Context: an optimization exercise on an open-source flow, tuned for small area. The choices shown serve that exercise and are no tape-out recipe. Only simulation tests tie the RTL to the original design; equivalence was not proved.

==> flow/design.v (excerpt) <==
module musicbox(clk, rst, buzz);
  input clk;
  wire clk;
  input rst;
  wire rst;
  output buzz;
  reg buzz;
  wire _000_;
  wire _001_;
  wire _002_;
  wire _003_;
  wire _004_;
  wire _005_;
  wire _006_;
  wire _007_;
  wire _008_;
  wire _009_;
  wire _010_;
  wire _011_;
  wire _012_;
  wire _013_;
  wire _014_;
  wire _015_;
  wire _016_;
  wire _017_;
  wire _018_;
  wire _019_;
  wire _020_;
  wire _021_;
  wire _022_;
  wire _023_;
  wire _024_;
  wire _025_;
  wire _026_;
  wire _027_;
  wire _028_;
  wire _029_;
  wire _030_;
  wire _031_;
  wire _032_;
  wire _033_;
  wire _034_;
  wire _035_;
  wire _036_;
  wire _037_;
  wire _038_;
  wire _039_;
  wire _040_;
  wire _041_;
  wire _042_;
  wire _043_;
  wire _044_;
  wire _045_;
  wire _046_;
  wire _047_;
  wire _048_;
  wire _049_;
  wire _050_;
  wire _051_;
  wire _052_;
  wire _053_;
  wire _054_;
  wire _055_;
  wire _056_;
  wire _057_;
  wire _058_;
  wire _059_;
  wire _060_;
  wire _061_;
  wire _062_;
  wire _063_;
  wire _064_;
  wire _065_;
  wire _066_;
  wire _067_;
  wire _068_;
  wire _069_;
  wire _070_;
  wire _071_;
  wire _072_;
  wire _073_;
  wire _074_;
  wire _075_;
  wire _076_;
  wire _077_;
  wire _078_;
  wire _079_;
  wire _080_;
  wire _081_;
  wire _082_;
  wire _083_;
  wire _084_;
  wire _085_;
  wire _086_;
  wire _087_;
  wire _088_;
  wire _089_;
  wire _090_;
  wire _091_;
  wire _092_;
  wire _093_;
  wire _094_;
  wire _095_;
  wire _096_;
  wire _097_;
  wire _098_;
  wire _099_;
  wire _100_;
  wire _101_;
  wire _102_;
  wire _103_;
  wire _104_;
  wire _105_;
  wire _106_;
  wire _107_;
  wire _108_;
  wire _109_;
  wire _110_;
  wire _111_;
  wire _112_;
  wire _113_;
  wire _114_;
  wire _115_;
  wire _116_;
  wire _117_;
  wire _118_;
  wire _119_;
  wire _120_;
  wire _121_;
  wire _122_;
  wire _123_;
  wire _124_;
  wire _125_;
  wire _126_;
  wire _127_;
  wire _128_;
  wire _129_;
  wire _130_;
  wire _131_;
  wire _132_;
  wire _133_;
  wire _134_;
  wire _135_;
  wire _136_;
  wire _137_;
  wire _138_;
  wire _139_;
  wire _140_;
  wire _141_;
  wire _142_;
  wire _143_;
  wire _144_;
  wire _145_;
  wire _146_;
  wire _147_;
  wire _148_;
  wire _149_;
  wire _150_;
  wire _151_;
  wire _152_;
  wire _153_;
  wire _154_;
  wire _155_;
  wire _156_;
  wire _157_;
  ...
Size: ~270 cells after synthesis, about 1800 µm² of cells after synthesis.
==> flow/config.mk <==
export PLATFORM = sky130hd
export DESIGN_NAME = musicbox
export DESIGN_NICKNAME = musicbox
export VERILOG_FILES = /design/flow/design.v
export SDC_FILE = /design/flow/constraint.sdc
export NUM_CORES = 4
export LEC_CHECK = 0
export ABC_AREA = 1
export CAP_MARGIN = 20
export CORE_MARGIN = 2
export CORE_UTILIZATION = 60
export SLEW_MARGIN = 20
==> flow/constraint.sdc <==
create_clock -name core_clock -period 100.0 [get_ports {clk}]
set_input_delay 20.0000 -clock core_clock [delete_from_list [all_inputs] [get_ports {clk}]]
set_output_delay 20.0000 -clock core_clock [all_outputs]
set_load 0.01 [all_outputs]
standard.sh (not shown) runs the stock make flow with config.mk's settings and CLKGATE_MAP_FILE= SYNTH_SCRIPT=/design/flow/synth_recipe.tcl, a recipe that flattens the netlist after the stock synthesis.
==> flow/flow/run.sh <==
#!/bin/bash
# Own layout flow: the standard synthesis, then the combinational logic between the
# standard synthesis's registers is re-mapped with a stronger ABC area script (registers,
# their names and cell types are kept as the standard synthesis made them), then the standard flow's
# standard layout from floorplan to finish.
set -euo pipefail
HERE=$(pwd)
YOSYS=${YOSYS_EXE:-/OpenROAD-flow-scripts/tools/install/yosys/bin/yosys}
LIB=$FLOW_HOME/platforms/sky130hd/lib/sky130_fd_sc_hd__tt_025C_1v80.lib
R=$HERE/orfs/results/sky130hd/musicbox/base

bash standard.sh synth > $HERE/flow_synth.log 2>&1
cp $R/1_2_yosys.v $HERE/std_synth.v

DU=""
for c in $(grep -o 'sky130_fd_sc_hd__\(probe\|lpflow\)[a-z0-9_]*' $FLOW_HOME/platforms/sky130hd/config.mk | sort -u); do DU="$DU -dont_use $c"; done
SEQ=$(echo $(grep -o 'sky130_fd_sc_hd__[a-z0-9_]*' $HERE/std_synth.v | sort -u | grep -E '__(df|edf|sdf|dl|sedf|conb)' || true))
cat > $HERE/resynth.abc <<EOS
strash; dc2; &get -n; &deepsyn -T ${RESYN_T:-60} -S 1; &put; strash; dch -f; map -a; topo
EOS
cat > $HERE/resynth.ys <<EOS
read_liberty -ignore_miss_func $LIB
read_verilog $HERE/std_synth.v
hierarchy -top musicbox
setattr -mod -set keep_hierarchy 1 $SEQ
flatten
opt_clean
abc -liberty $LIB $DU -script $HERE/resynth.abc
opt_clean -purge
rename -hide w:*.*
stat -liberty $LIB
select musicbox
write_verilog -noattr -noexpr -selected $HERE/resynth.v
EOS
$YOSYS -s $HERE/resynth.ys > $HERE/flow_resynth.log 2>&1
cp $HERE/resynth.v $R/1_2_yosys.v
rm -f $R/1_synth.odb $R/1_synth.sdc
bash standard.sh finish > $HERE/flow_finish.log 2>&1
Change:
==> flow/run.sh (new file) <==
#!/bin/bash
# synth_recipe.tcl (not shown) runs the flow's synth.tcl, then flattens the netlist and writes it again
# the make line also repeats each setting of config.mk as NAME=value (left out here)
make -C /OpenROAD-flow-scripts/flow DESIGN_CONFIG=/design/flow/config.mk WORK_HOME=/design/flow/orfs CLKGATE_MAP_FILE= SYNTH_SCRIPT=/design/flow/synth_recipe.tcl finish
removed: flow/flow/run.sh
removed: flow/standard.sh
Cell area goes up by about 8%. Routed wire length goes up by 2.5%. Core utilization goes down by 2.5 points. Sequential share of layout area goes down by 2.7 points. Maximum frequency goes up by about 0.4%. Synthesized area goes up by 12%. Worst hold slack stays flat. First-iteration DRC count goes up by about 50%.

## re-timing with driven ports
No port has a modelled driver above. Below, the same layouts with a new extraction and two added sets of constraints. Step 1 (the two cells are an assumption about what drives the block):
set clk [get_ports {clk}]
set_driving_cell -lib_cell sky130_fd_sc_hd__clkbuf_16 $clk
set_driving_cell -lib_cell sky130_fd_sc_hd__buf_2 [delete_from_list [all_inputs] $clk]
Step 2 times the ports against the registers' clock, not the clock port: input delays grow and output delays shrink by t, the midpoint of the rising clock arrivals with the driver on. Slacks: ideal / step 1 / step 2; pairs: ideal / step 1.
run	t (ns)	slack for setup (ns)	worst register clock-pin slew, ns	worst data-port slew with drivers (ns)	cell pins on the clock port's net
the first run	0.354	78.695 / 78.697 / 78.343	0.10 / 0.10	0.03	1
the second run	0.352	78.784 / 78.770 / 78.434	0.10 / 0.10	0.03	1
After both steps every run listed still meets setup and hold. The setup slack of the first run, which loses most, moves by +0.002 ns with the drivers and by -0.352 ns with both steps.
